Background: an optimization exercise with open tools, aiming at small area. Do not read the settings as production practice.
Only simulation tests tie the RTL to the original design; equivalence was not proved.
Power is estimated from default activity; no workload was simulated.

==> flow/design.v <==
package tx_subsystem_pkg;
  localparam int DMA_DATA_W   = 256;
  localparam int DMA_VALID_W  = 32;
  localparam int PCS_DATA_W   = 64;
  localparam int PCS_VALID_W  = 8;
  localparam int BEATS_PER_ENTRY = DMA_DATA_W / PCS_DATA_W;
  typedef struct packed {
    logic [DMA_DATA_W-1:0]  data;
    logic [DMA_VALID_W-1:0] valid;
    logic                   last;
  } fifo_entry_t;
  localparam int FIFO_ENTRY_W = DMA_DATA_W + DMA_VALID_W + 1;
endpackage
package pcs_pkg;
localparam logic [7:0] IDLE_BLK = 8'h1E;  
localparam logic [7:0] SOF_L0   = 8'h78;  
localparam logic [7:0] SOF_L4   = 8'h33;  
localparam logic [7:0] TERM_L0 = 8'h87;  
localparam logic [7:0] TERM_L1 = 8'h99;  
localparam logic [7:0] TERM_L2 = 8'hAA;  
localparam logic [7:0] TERM_L3 = 8'hB4;  
localparam logic [7:0] TERM_L4 = 8'hCC;  
localparam logic [7:0] TERM_L5 = 8'hD2;  
localparam logic [7:0] TERM_L6 = 8'hE1;  
localparam logic [7:0] TERM_L7 = 8'hFF;  
localparam logic [7:0] OS_D6  = 8'h66;  
localparam logic [7:0] OS_D5  = 8'h55;  
localparam logic [7:0] OS_D3T = 8'h4B;  
localparam logic [7:0] OS_D3B = 8'h2D;  
localparam logic [1:0] CTRL_HDR = 2'b10;  
localparam logic [1:0] DATA_HDR = 2'b01;  
localparam int BYTE_W     = 8;
localparam int CONTROL_W  = 2;
localparam int NUM_BYTES  = 8; 
localparam int DATA_W     = NUM_BYTES * BYTE_W;
localparam int PIPE_DEPTH = 1;
typedef struct packed {  
    logic [BYTE_W-1:0] byte0;  
    logic [BYTE_W-1:0] byte1;
    logic [BYTE_W-1:0] byte2;
    logic [BYTE_W-1:0] byte3;
    logic [BYTE_W-1:0] byte4;  
} leftover_bytes_t;
typedef struct packed {
    logic [DATA_W-1:0]    data;
    logic [NUM_BYTES-1:0] valid_bytes_mask;
    logic                 last_byte;
    logic                 valid_data_i;
} skid_entry_t; 
localparam LEFTOVER_T_W = 5 * BYTE_W;
endpackage
module tx_async_fifo #(
    parameter int DATA_W = 8,
    parameter int DEPTH  = 16
) (
    input  logic              wr_clk_i,
    input  logic              wr_rst_i,
    input  logic [DATA_W-1:0] wr_data_i,
    input  logic              wr_valid_i,
    output logic              wr_ready_o,
    output logic              wr_full_o,
    input  logic              rd_clk_i,
    input  logic              rd_rst_i,
    output logic [DATA_W-1:0] rd_data_o,
    output logic              rd_valid_o,
    input  logic              rd_ready_i,
    output logic              rd_empty_o
);
  localparam int ADDR_W     = (DEPTH > 1) ? $clog2(DEPTH) : 1;
  localparam int PTR_W      = ADDR_W + 1;
  localparam int PHYS_DEPTH = 1 << ADDR_W;
  logic [DATA_W-1:0] mem [PHYS_DEPTH];
  logic [PTR_W-1:0] wr_bin_q, wr_bin_d;
  logic [PTR_W-1:0] wr_gray_q, wr_gray_d;
  logic [PTR_W-1:0] rd_bin_q, rd_bin_d;
  logic [PTR_W-1:0] rd_gray_q, rd_gray_d;
  logic [PTR_W-1:0] rd_gray_wr_sync_q1, rd_gray_wr_sync_q2;
  logic [PTR_W-1:0] wr_gray_rd_sync_q1, wr_gray_rd_sync_q2;
  logic wr_full_q, wr_full_d;
  logic wr_push;
  logic rd_empty;
  logic rd_pop;
  function automatic logic [PTR_W-1:0] bin_to_gray(input logic [PTR_W-1:0] bin);
    bin_to_gray = (bin >> 1) ^ bin;
  endfunction
  function automatic logic [PTR_W-1:0] invert_gray_msb2(input logic [PTR_W-1:0] gray);
    invert_gray_msb2 = gray;
    invert_gray_msb2[PTR_W-1] = ~gray[PTR_W-1];
    invert_gray_msb2[PTR_W-2] = ~gray[PTR_W-2];
  endfunction
  assign wr_ready_o = !wr_full_q;
  assign wr_full_o  = wr_full_q;
  assign wr_push    = wr_valid_i && wr_ready_o;
  assign rd_empty_o = rd_empty;
  assign rd_valid_o = !rd_empty;
  assign rd_data_o  = mem[rd_bin_q[ADDR_W-1:0]];
  assign rd_pop     = rd_valid_o && rd_ready_i;
  always_comb begin
    wr_bin_d  = wr_bin_q + PTR_W'(wr_push);
    wr_gray_d = bin_to_gray(wr_bin_d);
    wr_full_d = (wr_gray_d == invert_gray_msb2(rd_gray_wr_sync_q2));
    rd_bin_d  = rd_bin_q + PTR_W'(rd_pop);
    rd_gray_d = bin_to_gray(rd_bin_d);
    rd_empty  = (rd_gray_q == wr_gray_rd_sync_q2);
  end
  always_ff @(posedge wr_clk_i) begin
    if (wr_rst_i) begin
      wr_bin_q           <= '0;
      wr_gray_q          <= '0;
      wr_full_q          <= 1'b0;
      rd_gray_wr_sync_q1 <= '0;
      rd_gray_wr_sync_q2 <= '0;
    end else begin
      rd_gray_wr_sync_q1 <= rd_gray_q;
      rd_gray_wr_sync_q2 <= rd_gray_wr_sync_q1;
      wr_bin_q           <= wr_bin_d;
      wr_gray_q          <= wr_gray_d;
      wr_full_q          <= wr_full_d;
      if (wr_push) begin
        mem[wr_bin_q[ADDR_W-1:0]] <= wr_data_i;
      end
    end
  end
  always_ff @(posedge rd_clk_i) begin
    if (rd_rst_i) begin
      rd_bin_q           <= '0;
      rd_gray_q          <= '0;
      wr_gray_rd_sync_q1 <= '0;
      wr_gray_rd_sync_q2 <= '0;
    end else begin
      wr_gray_rd_sync_q1 <= wr_gray_q;
      wr_gray_rd_sync_q2 <= wr_gray_rd_sync_q1;
      rd_bin_q           <= rd_bin_d;
      rd_gray_q          <= rd_gray_d;
    end
  end
endmodule
import tx_subsystem_pkg::*;
module tx_subsystem #(
    parameter int FIFO_DEPTH = 64,
    parameter int DESC_DEPTH = 32
) (
    input  logic                   dma_clk,
    input  logic                   dma_rst,
    input  logic [DMA_DATA_W-1:0]  s_axis_dma_tdata_i,
    input  logic [DMA_VALID_W-1:0] s_axis_dma_tkeep_i,
    input  logic                   s_axis_dma_tvalid_i,
    input  logic                   s_axis_dma_tlast_i,
    output logic                   s_axis_dma_tready_o,
    input  logic                   tx_clk,
    input  logic                   tx_rst,
    output logic [PCS_DATA_W-1:0]  m_axis_pcs_tdata_o,
    output logic [PCS_VALID_W-1:0] m_axis_pcs_tkeep_o,
    output logic                   m_axis_pcs_tvalid_o,
    output logic                   m_axis_pcs_tlast_o,
    input  logic                   m_axis_pcs_tready_i
);
  localparam int WORD_CNT_W = (FIFO_DEPTH > 1) ? $clog2(FIFO_DEPTH + 1) : 1;
  localparam int LANE_W     = (BEATS_PER_ENTRY > 1) ? $clog2(BEATS_PER_ENTRY) : 1;
  logic [FIFO_ENTRY_W-1:0] data_wr_payload;
  logic [FIFO_ENTRY_W-1:0] data_rd_payload;
  logic                    data_wr_valid;
  logic                    data_wr_ready;
  logic                    data_rd_valid;
  logic                    data_rd_ready;
  logic                    data_fifo_full;
  logic                    data_fifo_empty;
  logic [WORD_CNT_W-1:0] desc_wr_payload;
  logic [WORD_CNT_W-1:0] desc_rd_payload;
  logic                  desc_wr_valid;
  logic                  desc_wr_ready;
  logic                  desc_rd_valid;
  logic                  desc_rd_ready;
  logic                  desc_fifo_full;
  logic                  desc_fifo_empty;
  tx_subsystem_pkg::fifo_entry_t data_rd_entry;
  logic [WORD_CNT_W-1:0] dma_packet_words_q, dma_packet_words_d;
  logic                  axis_accept;
  logic [DMA_DATA_W-1:0]  word_data_q, word_data_d;
  logic [DMA_VALID_W-1:0] word_keep_q, word_keep_d;
  logic                   word_last_q, word_last_d;
  logic                   word_valid_q, word_valid_d;
  logic [LANE_W-1:0]      lane_idx_q, lane_idx_d;
  logic [LANE_W-1:0]      terminal_lane_q, terminal_lane_d;
  logic                   packet_active_q, packet_active_d;
  logic [WORD_CNT_W-1:0]  words_remaining_q, words_remaining_d;
  logic desc_accept;
  logic load_word;
  logic output_accept;
  logic output_terminal_lane;
  function automatic logic [LANE_W-1:0] terminal_lane_from_keep(
      input logic [DMA_VALID_W-1:0] keep,
      input logic                   last
  );
    logic [PCS_VALID_W-1:0] lane_keep;
    begin
      terminal_lane_from_keep = LANE_W'(BEATS_PER_ENTRY - 1);
      if (last) begin
        terminal_lane_from_keep = '0;
        for (int i = 0; i < BEATS_PER_ENTRY; i++) begin
          lane_keep = keep[i * PCS_VALID_W +: PCS_VALID_W];
          if (lane_keep != '0) begin
            terminal_lane_from_keep = LANE_W'(i);
          end
        end
      end
    end
  endfunction
  assign axis_accept        = s_axis_dma_tvalid_i && s_axis_dma_tready_o;
  assign data_wr_payload    = {s_axis_dma_tdata_i, s_axis_dma_tkeep_i, s_axis_dma_tlast_i};
  assign desc_wr_payload    = dma_packet_words_q + WORD_CNT_W'(1);
  assign data_wr_valid      = axis_accept;
  assign desc_wr_valid      = axis_accept && s_axis_dma_tlast_i;
  assign s_axis_dma_tready_o = !dma_rst && data_wr_ready &&
                               (!s_axis_dma_tlast_i || desc_wr_ready);
  tx_async_fifo #(
      .DATA_W(FIFO_ENTRY_W),
      .DEPTH (FIFO_DEPTH)
  ) data_fifo (
      .wr_clk_i  (dma_clk),
      .wr_rst_i  (dma_rst),
      .wr_data_i (data_wr_payload),
      .wr_valid_i(data_wr_valid),
      .wr_ready_o(data_wr_ready),
      .wr_full_o (data_fifo_full),
      .rd_clk_i  (tx_clk),
      .rd_rst_i  (tx_rst),
      .rd_data_o (data_rd_payload),
      .rd_valid_o(data_rd_valid),
      .rd_ready_i(data_rd_ready),
      .rd_empty_o(data_fifo_empty)
  );
  tx_async_fifo #(
      .DATA_W(WORD_CNT_W),
      .DEPTH (DESC_DEPTH)
  ) desc_fifo (
      .wr_clk_i  (dma_clk),
      .wr_rst_i  (dma_rst),
      .wr_data_i (desc_wr_payload),
      .wr_valid_i(desc_wr_valid),
      .wr_ready_o(desc_wr_ready),
      .wr_full_o (desc_fifo_full),
      .rd_clk_i  (tx_clk),
      .rd_rst_i  (tx_rst),
      .rd_data_o (desc_rd_payload),
      .rd_valid_o(desc_rd_valid),
      .rd_ready_i(desc_rd_ready),
      .rd_empty_o(desc_fifo_empty)
  );
  assign {data_rd_entry.data, data_rd_entry.valid, data_rd_entry.last} = data_rd_payload;
  assign desc_rd_ready       = !packet_active_q && !word_valid_q;
  assign desc_accept         = desc_rd_valid && desc_rd_ready;
  assign output_accept       = word_valid_q && m_axis_pcs_tready_i;
  assign output_terminal_lane = output_accept && (lane_idx_q == terminal_lane_q);
  assign data_rd_ready       = packet_active_q && (words_remaining_q != '0) &&
                               (!word_valid_q || output_terminal_lane);
  assign load_word           = data_rd_valid && data_rd_ready;
  assign m_axis_pcs_tvalid_o = word_valid_q;
  assign m_axis_pcs_tdata_o  = word_data_q[lane_idx_q * PCS_DATA_W +: PCS_DATA_W];
  assign m_axis_pcs_tkeep_o  = word_keep_q[lane_idx_q * PCS_VALID_W +: PCS_VALID_W];
  assign m_axis_pcs_tlast_o  = word_valid_q && word_last_q && (lane_idx_q == terminal_lane_q);
  always_comb begin
    dma_packet_words_d = dma_packet_words_q;
    if (axis_accept) begin
      if (s_axis_dma_tlast_i) begin
        dma_packet_words_d = '0;
      end else begin
        dma_packet_words_d = dma_packet_words_q + WORD_CNT_W'(1);
      end
    end
  end
  always_comb begin
    word_data_d       = word_data_q;
    word_keep_d       = word_keep_q;
    word_last_d       = word_last_q;
    word_valid_d      = word_valid_q;
    lane_idx_d        = lane_idx_q;
    terminal_lane_d   = terminal_lane_q;
    packet_active_d   = packet_active_q;
    words_remaining_d = words_remaining_q;
    if (desc_accept) begin
      packet_active_d   = 1'b1;
      words_remaining_d = desc_rd_payload;
    end
    if (output_accept) begin
      if (lane_idx_q == terminal_lane_q) begin
        word_valid_d = 1'b0;
        lane_idx_d   = '0;
        if (word_last_q) begin
          packet_active_d = 1'b0;
        end
      end else begin
        lane_idx_d = lane_idx_q + LANE_W'(1);
      end
    end
    if (load_word) begin
      word_data_d       = data_rd_entry.data;
      word_keep_d       = data_rd_entry.valid;
      word_last_d       = data_rd_entry.last;
      word_valid_d      = 1'b1;
      lane_idx_d        = '0;
      terminal_lane_d   = terminal_lane_from_keep(data_rd_entry.valid, data_rd_entry.last);
      words_remaining_d = words_remaining_q - WORD_CNT_W'(1);
    end
  end
  always_ff @(posedge dma_clk) begin
    if (dma_rst) begin
      dma_packet_words_q <= '0;
    end else begin
      dma_packet_words_q <= dma_packet_words_d;
    end
  end
  always_ff @(posedge tx_clk) begin
    if (tx_rst) begin
      word_data_q       <= '0;
      word_keep_q       <= '0;
      word_last_q       <= 1'b0;
      word_valid_q      <= 1'b0;
      lane_idx_q        <= '0;
      terminal_lane_q   <= '0;
      packet_active_q   <= 1'b0;
      words_remaining_q <= '0;
    end else begin
      word_data_q       <= word_data_d;
      word_keep_q       <= word_keep_d;
      word_last_q       <= word_last_d;
      word_valid_q      <= word_valid_d;
      lane_idx_q        <= lane_idx_d;
      terminal_lane_q   <= terminal_lane_d;
      packet_active_q   <= packet_active_d;
      words_remaining_q <= words_remaining_d;
    end
  end
endmodule
module crc_inserter #(
    parameter DATA_W = 64, 
    parameter MASK_W = DATA_W / 8  
) (
    input  logic              clk,
    input  logic              rst,
    input  logic [DATA_W-1:0] data_i,
    input  logic [MASK_W-1:0] mask_i, 
    input  logic              valid_i,
    input  logic              last_i, 
    input  logic              ready_i,
    output logic              ready_o,  
    output logic [DATA_W-1:0] data_o,
    output logic [MASK_W-1:0] mask_o,
    output logic              valid_o,
    output logic              last_o   
);
localparam logic [31:0] CRC32_POLY = 32'h04C11DB7;
localparam logic [31:0] CRC_INIT   = 32'hFFFFFFFF;
localparam logic [31:0] CRC_XOR    = 32'hFFFFFFFF;  
typedef enum logic [1:0] {
    S_IDLE, 
    S_STREAM, 
    S_APPEND, 
    S_TAIL   
} state_e;
state_e state_q, state_d;
function automatic logic [31:0] crc32_byte(
    input logic [31:0] crc_in,
    input logic [7:0]  byte_in
);
    logic [31:0] crc;
    logic        fb;
    crc = crc_in;
    for (int i = 0; i < 8; i++) begin
        fb  = crc[31] ^ byte_in[7-i];
        crc = {crc[30:0], 1'b0} ^ (fb ? CRC32_POLY : 32'h0);
    end
    crc32_byte = crc;
endfunction
function automatic logic [31:0] crc32_word(
    input logic [31:0]        crc_in,
    input logic [DATA_W-1:0]  data,
    input logic [MASK_W-1:0]  mask
);
    logic [31:0] crc;
    crc = crc_in;
    for (int b = 0; b < MASK_W; b++)
        if (mask[b])
            crc = crc32_byte(crc, data[b*8 +: 8]);
    crc32_word = crc;
endfunction
logic [31:0]       crc_q;       
logic [31:0]       crc_d;  
logic [DATA_W-1:0] held_data_q;
logic [DATA_W-1:0] held_data_d; 
logic [MASK_W-1:0] held_mask_q; 
logic [MASK_W-1:0] held_mask_d;
logic [2:0]        free_bytes_q;
logic [2:0]        free_bytes_d; 
logic [DATA_W-1:0] data_d;
logic [MASK_W-1:0] mask_d;
logic              valid_d;
logic              last_d;
function automatic logic [2:0] free_slots(input logic [MASK_W-1:0] mask);
    logic [2:0] cnt;
    cnt = '0;
    for (int i = 0; i < MASK_W; i++)
        cnt += {2'b0, ~mask[i]};
    free_slots = cnt;
endfunction
logic [31:0] crc_final;   
logic [31:0] crc_next; 
logic        output_ready;
assign crc_final = ~crc_q;  
assign output_ready = ready_i || !valid_o;
always_comb begin
    state_d      = state_q;
    crc_d        = crc_q;
    held_data_d  = held_data_q;
    held_mask_d  = held_mask_q;
    free_bytes_d = free_bytes_q;
    ready_o = 1'b0;
    data_d = data_i;
    mask_d = mask_i;
    valid_d = 1'b0;
    last_d  = 1'b0;
    crc_next = crc32_word(crc_q, data_i, mask_i);
    case (state_q)
        S_IDLE: begin
            ready_o = output_ready;
            crc_d      = CRC_INIT;
            if (valid_i && output_ready) begin
                crc_d        = crc32_word(CRC_INIT, data_i, mask_i);
                free_bytes_d = free_slots(mask_i);
                held_data_d  = data_i;
                held_mask_d  = mask_i;
                valid_d = 1'b1;
                state_d = S_STREAM;
            end
        end
        S_STREAM: begin
            ready_o = output_ready;
            if (valid_i && output_ready) begin
                crc_d        = crc_next;
                held_data_d  = data_i;
                held_mask_d  = mask_i;
                free_bytes_d = free_slots(mask_i);
                valid_d = 1'b1;
                if (last_i) begin
                    if (free_bytes_q >= 3'd4) begin
                        logic [DATA_W-1:0] out_data;
                        logic [MASK_W-1:0] out_mask;
                        int                slot;
                        out_data = data_i;
                        out_mask = mask_i;
                        slot     = 0;
                        for (int b = 0; b < MASK_W; b++) begin
                            if (!mask_i[b] && slot < 4) begin
                                case (slot)
                                    0: out_data[b*8 +: 8] = crc_d[31:24];
                                    1: out_data[b*8 +: 8] = crc_d[23:16];
                                    2: out_data[b*8 +: 8] = crc_d[15:8];
                                    3: out_data[b*8 +: 8] = crc_d[7:0];
                                endcase
                                out_mask[b] = 1'b1;
                                slot++;
                            end
                        end
                        data_d = out_data;
                        mask_d = out_mask;
                        last_d = 1'b1;
                        state_d = S_IDLE;
                    end else begin
                        logic [DATA_W-1:0] out_data;
                        logic [MASK_W-1:0] out_mask;
                        int                slot;
                        out_data = data_i;
                        out_mask = mask_i;
                        slot     = 0;
                        for (int b = 0; b < MASK_W; b++) begin
                            if (!mask_i[b]) begin
                                case (slot)
                                    0: out_data[b*8 +: 8] = crc_d[31:24];
                                    1: out_data[b*8 +: 8] = crc_d[23:16];
                                    2: out_data[b*8 +: 8] = crc_d[15:8];
                                    3: out_data[b*8 +: 8] = crc_d[7:0];
                                    default: ;
                                endcase
                                out_mask[b] = 1'b1;
                                slot++;
                            end
                        end
                        data_d = out_data;
                        mask_d = out_mask;
                        last_d = 1'b0;  
                        free_bytes_d = free_bytes_q;
                        state_d      = S_TAIL;
                    end
                end
            end
        end
        S_TAIL: begin
            logic [DATA_W-1:0] out_data;
            logic [MASK_W-1:0] out_mask;
            int                remaining;
            int                sent;
            ready_o = 1'b0;
            valid_d = 1'b1;
            last_d  = 1'b1;
            out_data  = '0;
            out_mask  = '0;
            sent      = int'(free_bytes_q); 
            remaining = 4 - sent;
            for (int b = 0; b < 4; b++) begin
                if (b < remaining) begin
                    case (sent + b)
                        0: out_data[b*8 +: 8] = crc_q[31:24];
                        1: out_data[b*8 +: 8] = crc_q[23:16];
                        2: out_data[b*8 +: 8] = crc_q[15:8];
                        3: out_data[b*8 +: 8] = crc_q[7:0];
                    endcase
                    out_mask[b] = 1'b1;
                end
            end
            data_d = out_data;
            mask_d = out_mask;
            state_d = S_IDLE;
        end
    endcase
end
always_ff @(posedge clk) begin
    if (rst) begin
        state_q      <= S_IDLE;
        crc_q        <= CRC_INIT;
        held_data_q  <= '0;
        held_mask_q  <= '0;
        free_bytes_q <= '0;
        data_o       <= '0;
        mask_o       <= '0;
        valid_o      <= 1'b0;
        last_o       <= 1'b0;
    end else if (output_ready) begin
        data_o       <= data_d;
        mask_o       <= mask_d;
        valid_o      <= valid_d;
        last_o       <= last_d;
        state_q      <= state_d;
        crc_q        <= crc_d;
        held_data_q  <= held_data_d;
        held_mask_q  <= held_mask_d;
        free_bytes_q <= free_bytes_d;
    end
end
endmodule
module data_pipeline #(
    parameter int                DATA_W     = 32,
    parameter int                PIPE_DEPTH = 1,
    parameter int                RST_EN     = 1,
    parameter logic [DATA_W-1:0] RST_VAL    = '0
) (
    input  logic              clk,
    input  logic              rst,
    input  logic [DATA_W-1:0] data_i,
    output logic [DATA_W-1:0] data_o
);
  generate
    if (PIPE_DEPTH >= 1) begin : gen_delay
      logic [DATA_W-1:0] data_shift_reg_q[PIPE_DEPTH];
      always_ff @(posedge clk) begin
        if (rst && RST_EN) begin
          for (int i = 0; i < PIPE_DEPTH; i++) begin
            data_shift_reg_q[i] <= RST_VAL;
          end
        end else begin
          data_shift_reg_q[0] <= data_i;
          for (int i = 1; i < PIPE_DEPTH; i++) begin
            data_shift_reg_q[i] <= data_shift_reg_q[i-1];
          end
        end
      end
      assign data_o = data_shift_reg_q[PIPE_DEPTH-1];
    end else begin : gen_no_delay
      assign data_o = data_i;
    end
  endgenerate
endmodule
import pcs_pkg::*;
module pcs_generator
(
    input  logic                 clk,
    input  logic                 rst,
    input  logic                 out_ready_i,  
    output logic [DATA_W-1:0]    out_data_o,
    output logic [CONTROL_W-1:0] out_control_o,  
    output logic                 out_valid_o,
    input  logic [DATA_W-1:0]    s_tdata_i,
    input  logic [NUM_BYTES-1:0] s_tkeep_i,
    input  logic                 s_tvalid_i,
    input  logic                 s_tlast_i,
    output logic                 s_tready_o
);
function automatic logic [3:0] count_valid (input logic[BYTE_W-1:0] mask);
    logic [3:0] cnt;
    logic       stop;
    cnt  = 4'd0;
    stop = 1'b0;
    for (int i = 0; i < BYTE_W; i++) begin
        if (!stop && mask[i]) cnt = cnt + 4'd1;
        else                  stop = 1'b1;
    end
    count_valid = cnt;
endfunction
pcs_pkg::skid_entry_t              skid_value_q;
pcs_pkg::skid_entry_t              skid_value_d;
pcs_pkg::leftover_bytes_t          leftover_bytes_q;
pcs_pkg::leftover_bytes_t          leftover_bytes_d;
typedef enum logic [3:0] {WAIT_START, DATA, EOF, IDLE_OUT} state_t;
state_t current_state, next_state;
logic       can_read;
logic       use_sof0;
logic       next_is_last;
logic [2:0] held_byte_cnt_d, held_byte_cnt_q;  
logic [3:0] num_incoming_d, num_incoming_q;  
logic                 get_axi;
logic [CONTROL_W-1:0] out_control_d;
logic [DATA_W-1:0]    out_data_d;
logic                 out_valid_d;
logic                 tready_d;
assign can_read     = skid_value_q.valid_data_i  && out_ready_i;
assign next_is_last = get_axi && s_tlast_i;  
assign get_axi      = s_tvalid_i && s_tready_o;
always_comb begin
    skid_value_d.data             = s_tdata_i;  
    skid_value_d.valid_bytes_mask = s_tkeep_i;
    skid_value_d.last_byte        = s_tlast_i;
    skid_value_d.valid_data_i     = s_tvalid_i;
end
always_comb begin
    next_state       = current_state;
    out_data_d       = out_data_o;
    out_control_d    = out_control_o;
    held_byte_cnt_d  = held_byte_cnt_q;
    leftover_bytes_d = leftover_bytes_q;
    num_incoming_d   = num_incoming_q;
    use_sof0         = 1'b0;
    out_valid_d      = 1'b0;
    tready_d = (!skid_value_q.valid_data_i || can_read) && !(get_axi && !can_read);
    case(current_state) 
        WAIT_START : begin 
            if(can_read)begin
                next_state    = DATA;
                out_control_d = CTRL_HDR;
                leftover_bytes_d = {skid_value_q.data[DATA_W-1 -: (5*BYTE_W)]};
                if(held_byte_cnt_q == 3'd5) begin 
                    out_data_d      = {skid_value_q.data[(3*BYTE_W)-1:0], {4{8'd0}}, SOF_L4};  
                    held_byte_cnt_d = 3'd5;
                end else begin  
                    out_data_d      = {skid_value_q.data[(7*BYTE_W)-1:0], SOF_L0};  
                    held_byte_cnt_d = 3'd1;
                end
                out_valid_d = 1'b1;
            end else if(out_ready_i) begin  
                out_control_d   = CTRL_HDR;
                out_data_d      = {{7{8'd0}}, IDLE_BLK};
                out_valid_d     = 1'b1;
                held_byte_cnt_d = 1'b1;
            end
        end
        DATA : begin
            if(can_read) begin
                out_control_d    = DATA_HDR;
                leftover_bytes_d = {skid_value_q.data[DATA_W-1 -: (5*BYTE_W)]};  
                if(held_byte_cnt_q == 3'd5) begin  
                    out_data_d = {skid_value_q.data[(BYTE_W*3)-1:0], leftover_bytes_q};
                end else begin 
                    out_data_d = {skid_value_q.data[(BYTE_W*7)-1:0], leftover_bytes_q[LEFTOVER_T_W-1 -: BYTE_W]};
                end
                out_valid_d = 1'b1; 
            end
            if(next_is_last) begin
                next_state     = EOF;
                num_incoming_d = count_valid(skid_value_d.valid_bytes_mask);
            end
        end
        EOF : begin  
            if(out_ready_i) begin
                if(num_incoming_q + held_byte_cnt_q <= 7) begin  
                    out_control_d = CTRL_HDR;
                    if(num_incoming_q == 4'd0) begin  
                        case(held_byte_cnt_q)
                            3'd0 : begin out_data_d = {{7{8'd0}}, TERM_L0}; use_sof0 = 1'b1; end
                            3'd1 : begin out_data_d = {{6{8'd0}}, leftover_bytes_q[LEFTOVER_T_W-1 -: BYTE_W], TERM_L1}; use_sof0 = 1'b1; end
                            3'd2 : begin out_data_d = {{5{8'd0}}, leftover_bytes_q[LEFTOVER_T_W-1 -: BYTE_W*2], TERM_L2}; use_sof0 = 1'b1; end
                            3'd3 : begin out_data_d = {{4{8'd0}}, leftover_bytes_q[LEFTOVER_T_W-1 -: BYTE_W*3], TERM_L3}; use_sof0 = 1'b1;end
                            3'd4 : out_data_d = {{3{8'd0}}, leftover_bytes_q[LEFTOVER_T_W-1 -: BYTE_W*4], TERM_L4};
                            3'd5 : out_data_d = {{2{8'd0}}, leftover_bytes_q[LEFTOVER_T_W-1 -: BYTE_W*5], TERM_L5};
                        endcase
                    end else if(held_byte_cnt_q == 3'd5) begin  
                        case(num_incoming_q + 5)
                            3'd0 : begin out_data_d = {{7{8'd0}}, TERM_L0}; use_sof0 = 1'b1; end
                            3'd5 : out_data_d = {{2{8'd0}}, leftover_bytes_q[LEFTOVER_T_W-1 -: BYTE_W*5], TERM_L5};
                            3'd6 : out_data_d = {{1{8'd0}}, skid_value_q.data[0 +: BYTE_W], leftover_bytes_q[LEFTOVER_T_W-1 -: BYTE_W*5], TERM_L6};
                            3'd7 : out_data_d = {skid_value_q.data[0 +: BYTE_W*2], leftover_bytes_q[LEFTOVER_T_W-1 -: BYTE_W*5], TERM_L7};
                        endcase
                    end else begin
                        case(num_incoming_q + 1)
                            3'd0 : begin out_data_d = {{7{8'd0}}, TERM_L0}; use_sof0 = 1'b1; end
                            3'd1 : begin out_data_d = {{6{8'd0}}, leftover_bytes_q[LEFTOVER_T_W-1 -: BYTE_W], TERM_L1}; use_sof0 = 1'b1; end
                            3'd2 : begin out_data_d = {{5{8'd0}}, skid_value_q.data[0 +: BYTE_W], leftover_bytes_q[LEFTOVER_T_W-1 -: BYTE_W], TERM_L2}; use_sof0 = 1'b1; end
                            3'd3 : begin out_data_d = {{4{8'd0}}, skid_value_q.data[0 +: BYTE_W*2], leftover_bytes_q[LEFTOVER_T_W-1 -: BYTE_W], TERM_L3}; use_sof0 = 1'b1; end
                            3'd4 : out_data_d = {{3{8'd0}}, skid_value_q.data[0 +: BYTE_W*3], leftover_bytes_q[LEFTOVER_T_W-1 -: BYTE_W], TERM_L4};
                            3'd5 : out_data_d = {{2{8'd0}}, skid_value_q.data[0 +: BYTE_W*4], leftover_bytes_q[LEFTOVER_T_W-1 -: BYTE_W], TERM_L5};
                            3'd6 : out_data_d = {{1{8'd0}}, skid_value_q.data[0 +: BYTE_W*5], leftover_bytes_q[LEFTOVER_T_W-1 -: BYTE_W], TERM_L6};
                            3'd7 : out_data_d = {skid_value_q.data[0 +: BYTE_W*6],  leftover_bytes_q[LEFTOVER_T_W-1 -: BYTE_W], TERM_L7};
                        endcase
                    end
                    out_valid_d     = 1'b1;
                    held_byte_cnt_d = 3'd0;
                    next_state      = IDLE_OUT;
                    tready_d        = '0;
                end else begin  
                    out_control_d  = DATA_HDR;
                    tready_d       = 1'b0;  
                    num_incoming_d = 4'd0;  
                    if(held_byte_cnt_q == 3'd5) begin
                        held_byte_cnt_d = num_incoming_q - 4'd3;
                        out_data_d      = {skid_value_q.data[(BYTE_W*3)-1:0], leftover_bytes_q[(5*BYTE_W)-1:0]};
                        case(num_incoming_q - 4'd3)
                            3'd0 : leftover_bytes_d = '0;
                            3'd1 : leftover_bytes_d = {skid_value_q.data[(BYTE_W*3) +: BYTE_W], {4{8'd0}}};
                            3'd2 : leftover_bytes_d = {skid_value_q.data[(BYTE_W*3) +: BYTE_W*2], {3{8'd0}}};
                            3'd3 : leftover_bytes_d = {skid_value_q.data[(BYTE_W*3) +: BYTE_W*3], {2{8'd0}}};
                            3'd4 : leftover_bytes_d = {skid_value_q.data[(BYTE_W*3) +: BYTE_W*4], {1{8'd0}}};
                            3'd5 : leftover_bytes_d = skid_value_q.data[(BYTE_W*3) +: BYTE_W*5];
                        endcase
                    end else begin 
                        held_byte_cnt_d = num_incoming_q - 4'd7;
                        out_data_d      = {skid_value_q.data[(BYTE_W*7)-1:0], leftover_bytes_q[LEFTOVER_T_W-1 -: BYTE_W]};
                        case(num_incoming_q - 4'd7)
                            3'd0 : leftover_bytes_d = '0;
                            3'd1 : leftover_bytes_d = {skid_value_q.data[(BYTE_W*7) +: BYTE_W], {4{8'd0}}};
                        endcase
                    end
                    out_valid_d = 1'b1;
                end
            end
        end
        IDLE_OUT : begin
            tready_d      = '0;
            if(out_ready_i) begin
                next_state    = WAIT_START;
                out_control_d = CTRL_HDR;
                out_data_d    = {{7{8'd0}}, IDLE_BLK};
                out_valid_d   = 1'b1;
                if (skid_value_q.valid_data_i || get_axi) begin
                    if (use_sof0) begin
                        held_byte_cnt_d = 3'd1;
                    end else begin
                        held_byte_cnt_d = 3'd5;
                    end
                end else begin
                    held_byte_cnt_d = 3'd1;
                end
            end
        end
        default : begin
            next_state = WAIT_START;
        end
    endcase
end 
always_ff@(posedge clk)begin
    if(rst)begin
        current_state    <= WAIT_START;
        skid_value_q     <= '0;
        held_byte_cnt_q  <= '0;
        leftover_bytes_q <= '0;
        num_incoming_q   <= '0;
    end else begin
        current_state <= next_state;
        if(get_axi == 1'b1) begin
            skid_value_q <= skid_value_d;
        end else if (can_read && current_state != IDLE_OUT) begin
            skid_value_q.valid_data_i <= '0;
        end
        held_byte_cnt_q  <= held_byte_cnt_d;
        leftover_bytes_q <= leftover_bytes_d;
        num_incoming_q   <= num_incoming_d;
    end
end
data_pipeline #(
    .DATA_W    (1),
    .PIPE_DEPTH(PIPE_DEPTH),
    .RST_EN    (1)
) data_pipeline_inst0 (
    .clk   (clk),
    .rst   (rst),
    .data_i(tready_d),
    .data_o(s_tready_o)
);
data_pipeline #(
    .DATA_W    (DATA_W),
    .PIPE_DEPTH(PIPE_DEPTH),
    .RST_EN    (0)
) data_pipeline_inst1 (
    .clk   (clk),
    .rst   (rst),
    .data_i(out_data_d),
    .data_o(out_data_o)
);
data_pipeline #(
    .DATA_W    (CONTROL_W),
    .PIPE_DEPTH(PIPE_DEPTH),
    .RST_EN    (0)
) data_pipeline_inst2 (
    .clk   (clk),
    .rst   (rst),
    .data_i(out_control_d),
    .data_o(out_control_o)
);
data_pipeline #(
    .DATA_W    (1),
    .PIPE_DEPTH(PIPE_DEPTH),
    .RST_EN    (1)
) data_pipeline_inst3 (
    .clk   (clk),
    .rst   (rst),
    .data_i(out_valid_d),
    .data_o(out_valid_o)
);
endmodule
module scrambler #(
    parameter BIT_IN_W  = 64,
    parameter BIT_OUT_W = 66,
    parameter HEAD_W    = 2,
    parameter STATE_W   = 58
)(
    input  logic                     clk,
    input  logic                     rst,
    input  logic [BIT_IN_W-1:0]      _64b_i,
    input  logic                     valid_i,
    input  logic [HEAD_W-1:0]        _2b_header_i,
    output logic [BIT_OUT_W-1:0]     _66b_o,
    output logic                     valid_o
);
localparam TAP_1 = 19;
localparam TAP_2 = 0;
logic [BIT_IN_W-1:0] scrambled_d, scrambled_q;
logic [STATE_W-1:0]  state_d, state_q, state_intermediate;
logic                valid_o_d, valid_o_q;
logic                valid_state_d, valid_state_q;
logic [HEAD_W-1:0]   header_prop_d, header_prop_q;
always_comb begin
    scrambled_d          = '0;
    state_d              = state_q;
    state_intermediate   = state_q;
    valid_o_d            = 1'b0;
    valid_state_d        = valid_state_q;
    header_prop_d        = header_prop_q;
    if (valid_i) begin
        header_prop_d = _2b_header_i;
        for (int i = 0; i < BIT_IN_W; i++) begin
            scrambled_d[i]     = _64b_i[i] ^ state_intermediate[TAP_1] ^ state_intermediate[TAP_2];
            state_intermediate = {state_intermediate[STATE_W-2:0], (_64b_i[i] ^ state_intermediate[TAP_1] ^ state_intermediate[TAP_2])};
        end
        state_d = state_intermediate;
        valid_o_d          = 1'b1;
        valid_state_d      = 1'b1;
    end
end
always_ff @(posedge clk) begin
    if (rst == 1'b1) begin
        scrambled_q        <= '0;
        state_q            <= '1;  
        valid_state_q      <= '0;
        valid_o_q          <= '0;
        header_prop_q      <= '0;
    end else begin
        scrambled_q        <= scrambled_d;
        state_q            <= state_d;
        valid_state_q      <= valid_state_d;
        valid_o_q          <= valid_o_d;
        header_prop_q      <= header_prop_d;
    end
end
assign valid_o       = valid_o_q;
assign _66b_o        = {header_prop_q[HEAD_W-1:0], scrambled_q[BIT_IN_W-1:0]};
endmodule
module debubbler #(
    parameter BIT_IN_W   = 66,
    parameter BIT_OUT_W  = 64
)(
    input logic                              clk,
    input logic                              rst,
    input logic [BIT_IN_W-1:0]               _66b_i,
    input logic                              valid_i,
    output logic [BIT_OUT_W-1:0]             _64b_o,
    output logic                             valid_o,
    output logic                             ready_o
);
localparam BIT_OUT_COUNT_W = $clog2(BIT_IN_W);
logic [BIT_OUT_W-1:0]           remainder_d, remainder_q;
logic [BIT_OUT_COUNT_W-1:0]     bits_remaining_d, bits_remaining_q;
logic [BIT_OUT_W-1:0]           output_d, output_q;
logic                           valid_d, valid_q;
logic                           ready_d, ready_q;
logic [BIT_IN_W-1:0]            pending_66b_d, pending_66b_q;
logic                           pending_valid_d, pending_valid_q;
logic [BIT_IN_W-1:0]            selected_66b;
logic                           selected_valid;
assign selected_66b   = pending_valid_q ? pending_66b_q : _66b_i;
assign selected_valid = pending_valid_q || valid_i;
always_comb begin
    output_d         = output_q;
    remainder_d      = remainder_q;
    bits_remaining_d = bits_remaining_q;
    valid_d          = 1'b0;
    ready_d          = 1'b1;
    pending_66b_d    = pending_66b_q;
    pending_valid_d  = pending_valid_q;
    if(bits_remaining_q == 64) begin
        output_d         = remainder_q;
        remainder_d      = '0;
        bits_remaining_d = '0;
        ready_d          = '0;
        valid_d          = '1;
        if(valid_i) begin
            pending_66b_d   = _66b_i;
            pending_valid_d = 1'b1;
        end
    end else if(selected_valid) begin
        output_d         = remainder_q | 64'(selected_66b << bits_remaining_q);
        remainder_d      = 64'(selected_66b >> (BIT_OUT_W-bits_remaining_q));
        bits_remaining_d = bits_remaining_q + (BIT_IN_W - BIT_OUT_W);
        valid_d          = 1'b1;
        if(pending_valid_q) begin
            pending_66b_d   = _66b_i;
            pending_valid_d = valid_i;
        end
    end
end
always_ff @(posedge clk) begin
    if(rst == 1'b1)begin
        output_q         <= '0;
        remainder_q      <= '0;
        bits_remaining_q <= '0;
        valid_q          <= '0;
        ready_q          <= '0;
        pending_66b_q    <= '0;
        pending_valid_q  <= '0;
    end else begin
        ready_q          <= ready_d;
        valid_q          <= valid_d;
        bits_remaining_q <= bits_remaining_d;
        remainder_q      <= remainder_d;
        output_q         <= output_d;
        pending_66b_q    <= pending_66b_d;
        pending_valid_q  <= pending_valid_d;
    end
end
assign _64b_o  = output_q;
assign valid_o = valid_q;
assign ready_o = ready_d && !pending_valid_q;
endmodule
module tx_top #(
    parameter int FIFO_DEPTH      = 8,
    parameter int DESC_DEPTH      = 4,
    parameter int NUM_QUEUES      = 4,
    parameter int MAX_BURST_BEATS = 256,
    parameter int QID_W           = (NUM_QUEUES > 1) ? $clog2(NUM_QUEUES) : 1
) (
    input logic clk,
    input logic rst,
    input  logic [255:0]     s_axis_dma_tdata_i,
    input  logic [31:0]      s_axis_dma_tkeep_i,
    input  logic             s_axis_dma_tvalid_i,
    input  logic             s_axis_dma_tlast_i,
    input  logic [QID_W-1:0] s_axis_dma_tdest_i,
    output logic             s_axis_dma_tready_o,
    output logic [63:0] raw_data_o,
    output logic        raw_valid_o,
    output logic        raw_ready_o,
    output logic [63:0] pcs_data_o,
    output logic [1:0]  pcs_control_o,
    output logic        pcs_valid_o
);
  logic [63:0] pcs_in_tdata;
  logic [7:0]  pcs_in_tkeep;
  logic        pcs_in_tvalid;
  logic        pcs_in_tlast;
  logic        pcs_in_tready;
  logic [63:0] subsystem_tdata;
  logic [7:0]  subsystem_tkeep;
  logic        subsystem_tvalid;
  logic        subsystem_tlast;
  logic        subsystem_tready;
  logic [63:0] crc_tdata;
  logic [7:0]  crc_tkeep;
  logic        crc_tvalid;
  logic        crc_tlast;
  logic        crc_ready;
  logic [65:0] scrambled_66b;
  logic        scrambled_valid;
  logic        debubbler_ready;
  tx_subsystem #(
      .FIFO_DEPTH(FIFO_DEPTH),
      .DESC_DEPTH(DESC_DEPTH)
  ) u_tx_subsystem (
      .dma_clk(clk),
      .dma_rst(rst),
      .s_axis_dma_tdata_i(s_axis_dma_tdata_i),
      .s_axis_dma_tkeep_i(s_axis_dma_tkeep_i),
      .s_axis_dma_tvalid_i(s_axis_dma_tvalid_i),
      .s_axis_dma_tlast_i(s_axis_dma_tlast_i),
      .s_axis_dma_tready_o(s_axis_dma_tready_o),
      .tx_clk(clk),
      .tx_rst(rst),
      .m_axis_pcs_tdata_o(subsystem_tdata),
      .m_axis_pcs_tkeep_o(subsystem_tkeep),
      .m_axis_pcs_tvalid_o(subsystem_tvalid),
      .m_axis_pcs_tlast_o(subsystem_tlast),
      .m_axis_pcs_tready_i(subsystem_tready)
  );
  crc_inserter u_crc_inserter (
      .clk(clk),
      .rst(rst),
      .data_i(subsystem_tdata),
      .mask_i(subsystem_tkeep),
      .valid_i(subsystem_tvalid),
      .last_i(subsystem_tlast),
      .ready_i(pcs_in_tready),
      .ready_o(crc_ready),
      .data_o(crc_tdata),
      .mask_o(crc_tkeep),
      .valid_o(crc_tvalid),
      .last_o(crc_tlast)
  );
  assign subsystem_tready = crc_ready;
  assign pcs_in_tdata  = crc_tdata;
  assign pcs_in_tkeep  = crc_tkeep;
  assign pcs_in_tvalid = crc_tvalid;
  assign pcs_in_tlast  = crc_tlast;
  pcs_generator u_pcs_generator (
      .clk(clk),
      .rst(rst),
      .out_ready_i(debubbler_ready),
      .out_data_o(pcs_data_o),
      .out_control_o(pcs_control_o),
      .out_valid_o(pcs_valid_o),
      .s_tdata_i(pcs_in_tdata),
      .s_tkeep_i(pcs_in_tkeep),
      .s_tvalid_i(pcs_in_tvalid),
      .s_tlast_i(pcs_in_tlast),
      .s_tready_o(pcs_in_tready)
  );
  scrambler #(
      .BIT_IN_W (64),
      .BIT_OUT_W(66),
      .HEAD_W   (2),
      .STATE_W  (58)
  ) u_scrambler (
      .clk(clk),
      .rst(rst),
      ._64b_i(pcs_data_o),
      .valid_i(pcs_valid_o),
      ._2b_header_i(pcs_control_o),
      ._66b_o(scrambled_66b),
      .valid_o(scrambled_valid)
  );
  debubbler #(
      .BIT_IN_W (66),
      .BIT_OUT_W(64)
  ) u_debubbler (
      .clk(clk),
      .rst(rst),
      ._66b_i(scrambled_66b),
      .valid_i(scrambled_valid),
      ._64b_o(raw_data_o),
      .valid_o(raw_valid_o),
      .ready_o(debubbler_ready)
  );
  assign raw_ready_o = debubbler_ready;
endmodule
==> flow/run.sh <==
#!/bin/bash
# synth_recipe.tcl (not shown) runs the flow's synth.tcl, then flattens the netlist and writes it again
# the make line also repeats each setting of config.mk as NAME=value (left out here)
make -C /OpenROAD-flow-scripts/flow DESIGN_CONFIG=/design/flow/config.mk WORK_HOME=/design/flow/orfs CLKGATE_MAP_FILE= SYNTH_SCRIPT=/design/flow/synth_recipe.tcl finish
==> flow/config.mk <==
export PLATFORM = sky130hd
export DESIGN_NAME = tx_top
export DESIGN_NICKNAME = tx_top
export VERILOG_FILES = /design/flow/design.v
export SDC_FILE = /design/flow/constraint.sdc
export NUM_CORES = 4
export LEC_CHECK = 0
export ABC_CLOCK_PERIOD_IN_PS = 10000
export CAP_MARGIN = 20
export CORE_MARGIN = 2
export CORE_UTILIZATION = 40
export SLEW_MARGIN = 20
==> flow/constraint.sdc <==
create_clock -name core_clock -period 15.0 [get_ports {clk}]
set_input_delay 3.0000 -clock core_clock [delete_from_list [all_inputs] [get_ports {clk}]]
set_output_delay 3.0000 -clock core_clock [all_outputs]
set_load 0.01 [all_outputs]
==> metrics.md <==
| Metric | Value |
|---|---|
| Distinct cells, synth | `132` |
| CTS buffer count | `347` |
| Die height | `643.9 um` |
| Worst Hold Path EP | `u_tx_subsystem.desc_fifo.rd_gray_wr_sync_q2[1]` |
| Synthesized flop and latch total | `3267` |
| Sw Ratio | `38.62%` |
| Initial Util | `40.24%` |
| Hold Path Class | `reg -> reg` |
| Synth Flop Type | `edfxtp_1` |
| Die ar. | `414600 um^2` |
| R2R Path Start | `u_tx_subsystem.lane_idx_q[0]` |
| Clock latency on the worst-skew pair | `990 ps` |
| Synth warn | `13` |
| Initial antenna violation count | `86` |
| Max Cap Viol | `0` |
| Final Wtd Congestion | `0.9841` |
| Worst VDD drop | `1.266 mV` |
| Clk pwr share | `25.7%` |
| Mean post-synth cell area | `12.66 um^2` |
| Fin area | `185300 um^2` |
| Total Neg Setup Slack | `0 ps` |
| Final setup fails | `0` |
| Clock sinks | `3267` |
| Switching Power | `12.84 mW` |
| Final #Nets | `13403` |
| CORE AREA | `407000 um^2` |
| CP peak stage delay | `860 ps` |
| Net Count, Synth | `13317` |
| Area Growth Syn to Fin | `13.13%` |
| Hold wc startpoint | `u_tx_subsystem.desc_fifo.rd_gray_wr_sync_q1[1]` |
| Post-synth EDFFs | `2394` |
| CTS Root Cell | `clkbuf_16` |
| Global route total overflow | `0` |
| Final Util | `45.53%` |
| Via count | `111696` |
| R2R depth | `32` |
| Internal power | `20.40 mW` |
| Crit share post-route | `90.88%` |
| Setup CP Type | `reg -> reg` |
| Final count of hold timing violations | `0` |
| Max-slew headroom | `16.91%` |
| CTS tree | `done` |
| Vias/cell | `5.950` |
| Fin Hold WS | `419.5 ps` |
| Die width | `643.9 um` |
| Final ANT Viol Nets | `0` |
| Sequential fraction of the synthesis area | `54.57%` |
| CP startpoint kind | `register` |
| Synthesized cell area | `163800 um^2` |
| Input/output buffers | `425` |
| Post-route DRC violation count | `0` |
| CTS max path bufs | `4` |
| Comb power frac | `42.6%` |
| Reg2reg setup slack | `1370 ps` |
| GRT Total Usage | `25.11%` |
| Setup Skew | `105.1 ps` |
| H-tree depth | `5` |
| Rows | `234` |
| Dpl cell area | `173800 um^2` |
| CP required | `15850 ps` |
| CP max FO | `31` |
| RR Endpoint | `u_crc_inserter.data_o[9]` |
| Fmax | `0.07336 GHz` |
| CP most frequent cell | `xnor2_1` |
| Status | `complete, no violations` |
| Register share of total power | `31.7%` |
| Post-CTS Setup Inserts | `0` |
| Inst Count DP | `18106` |
| FFs w/ async S/R, synth | `0%` |
| Vias in the first global route | `106730` |
| Routed wire length | `536.9 mm` |
| Worst hold stages | `1` |
| Post_cts resized | `0` |
| Critical Path Sink Type | `register` |
| Detailed placer's ending HPWL | `368.7 mm` |
| Non-filler cells, final | `18774` |
| First-pass GRT wire length | `770.8 mm` |
| CP arrival | `14480 ps` |
| CP max-delay cell | `dfxtp_4` |
| First-pass detailed-route iteration total | `13` |
| Share of cells above drive strength 1 | `13.52%` |
| Final min period | `13630 ps` |
| Leakage | `59.46 nW` |
| Final Slew Violations | `0` |
| Pwr Density | `179.4 nW/um^2` |
| Largest net degree at the start of global routing | `162` |
| Worst-Margin Slew | `1233 ps` |
| Top Ports | `428` |
| Initial DRC count | `12617` |
| Clock-pin transition on the worst setup and hold timing paths | `70 ps` |
| Fillers | `36525` |
| Synth Instances | `12941` |
| Cts hold-fix bufs | `0` |
| RSZ-0062 raised after global routing | `false` |
| Routed len/inst | `28.60 um` |
[stage by stage]
step	setup slack [ps]	power [mW]
2_1_floorplan	-1746	22.57
3_3_place_gp	1727	24.71
3_5_place_dp	1700	24.74
4_1_cts	1626	33.31
5_1_grt	997.5	34.53
6_report	1368	33.24
[final cells by class]
cell class                 instances  area [um^2]  share of cell area [%]
sequential                      3267        89390                   48.25
multi-input combinational       8584        70500                   38.05
clock buffer                     486         9617                   5.191
tap                             5428         6792                   3.666
timing repair buffer             716         6751                   3.644
clock inverter                   154         1719                  0.9279
inverter                         111        426.7                  0.2303
antenna                           28        70.07                 0.03782
[worst max-delay path by stage]
stage	slack (ps)	end	from
final	1370	u_crc_inserter.data_o[9]	u_tx_subsystem.lane_idx_q[0]
after floorplan	-1750	u_tx_subsystem.data_fifo.mem[7][0]	s_axis_dma_tlast_i
after CTS	1630	u_crc_inserter.data_o[63]	u_tx_subsystem.lane_idx_q[0]
after detailed placement	1700	u_crc_inserter.data_o[63]	u_tx_subsystem.lane_idx_q[0]
after global routing	1000	u_crc_inserter.crc_q[11]	u_tx_subsystem.lane_idx_q[0]
after global placement	1730	u_crc_inserter.data_o[63]	u_tx_subsystem.lane_idx_q[0]
[registers in the layout, summed over array words and instances, names as in the netlist, 6 cells and up, named ones only]
name                              count
u_tx_subsystem.data_fifo.mem       2312
u_tx_subsystem.word_data_q          256
u_debubbler.pending_66b_q            66
u_pcs_generator.skid_value_q         65
u_crc_inserter.data_o                64
u_debubbler.output_q                 64
u_debubbler.remainder_q              64
u_scrambler.scrambled_q              64
u_pcs_generator.leftover_bytes_q     40
u_crc_inserter.crc_q                 32
u_tx_subsystem.word_keep_q           32
u_scrambler.state_q                  20
u_tx_subsystem.desc_fifo.mem         16
u_crc_inserter.mask_o                 8
u_debubbler.bits_remaining_q          6
[cells by family (layout without fill, tap and decap cells)]
group	count (synthesis)	count (layout)	synth area share, %
multiplexers	1457	1457	14.67
AND/OR/NAND/NOR	3116	3116	8.334
XOR/XNOR	1224	1224	8.175
AO/OA/AOI/OAI	2705	2705	11.00
flip-flops	3267	3267	54.57
buffers and inverters	1090	1467	2.596
adder cells (fa/ha/maj)	82	82	0.6540
other	0	28	0
[routing by layer]
metal  part of all wire, %  vias up  global-route usage [%]
li1                      -    49540                       -
met1                    41    56255                   33.54
met2                    46     4699                   39.75
met3                   7.5     1134                   4.488
met4                   5.5       68                   11.84
met5                 0.085        -                       0
[cell usage after synthesis, types with 88 or more instances]
cell type,instances,area [um^2]
xnor3_1,138,3108
clkbuf_1,742,2785
mux2i_1,635,6356
inv_1,106,397.9
o21ai_0,420,2102
o211ai_1,88,660.6
a21oi_1,758,3794
a221oi_1,89,779.5
o22ai_1,88,550.5
nand3_1,160,800.8
mux4_2,746,16800
xnor2_1,718,6289
dfxtp_1,873,17480
a22oi_1,186,1396
xor2_1,299,2619
nor2_1,1317,4943
nand2_1,935,3510
edfxtp_1,2394,71890
buf_1,176,660.6
a211oi_1,470,3528
and2_1,103,644.4
nor3_1,210,1051
[power groups by stage]
stage	Combinational (mW)	Clock [mW]	Sequential, mW
CTS	14.1	8.69	10.5
global route	14.9	9.05	10.5
floorplan	11.9	0	10.6
finish	14.2	8.53	10.5
global placement	14.0	0	10.7
detailed placement	14.0	0	10.7
[critical path, delay by kind of cell, from the launching register on]
| kind | cells | cell delay, ps |
|---|---|---|
| xor+xnor | 15 | 5920 |
| simple gates | 4 | 1010 |
| flops | 1 | 860 |
| compound gates | 10 | 3950 |
| mux | 3 | 1640 |
[layout by cell type (no fill, tap or decap), types with 356 or more instances in the layout]
cell type / n
o21ai_0: 416
nand2_1: 931
a211oi_1: 469
clkbuf_16: 356
xnor2_1: 715
mux4_2: 746
edfxtp_1: 2394
nor2_1: 1306
clkdlybuf4s50_1: 424
a21oi_1: 756
mux2i_1: 635
dfxtp_1: 864

==> separate check: timing with driven ports <==
How much do the figures lean on ideal ports? The routed layout below was timed once more, with nothing changed but the port constraints.
Step 1: set_driving_cell puts a clkbuf_16 on clk and a buf_2 on each other input, an assumption about the parent block.
Step 2, shift: input delay + t, output delay - t, t = (earliest + latest rising clock arrival at the registers) / 2. This alone moves slack from input paths to output paths.
Three values: ideal, step 1, step 2; two values: the first two.
t, ns: 1.060
setup WS [ns]: 1.368 / 1.368 / 1.368
worst hold slack (ns): 0.419 / 0.419 / 0.419
slew at the worst register clock pin (ns): 0.08 / 0.08
worst data-port slew with drivers (ns): 0.23
After both steps setup and hold are still met in this run. For this run, drivers alone change the setup slack by 0.000 ns; drivers and shift together by 0.000 ns.
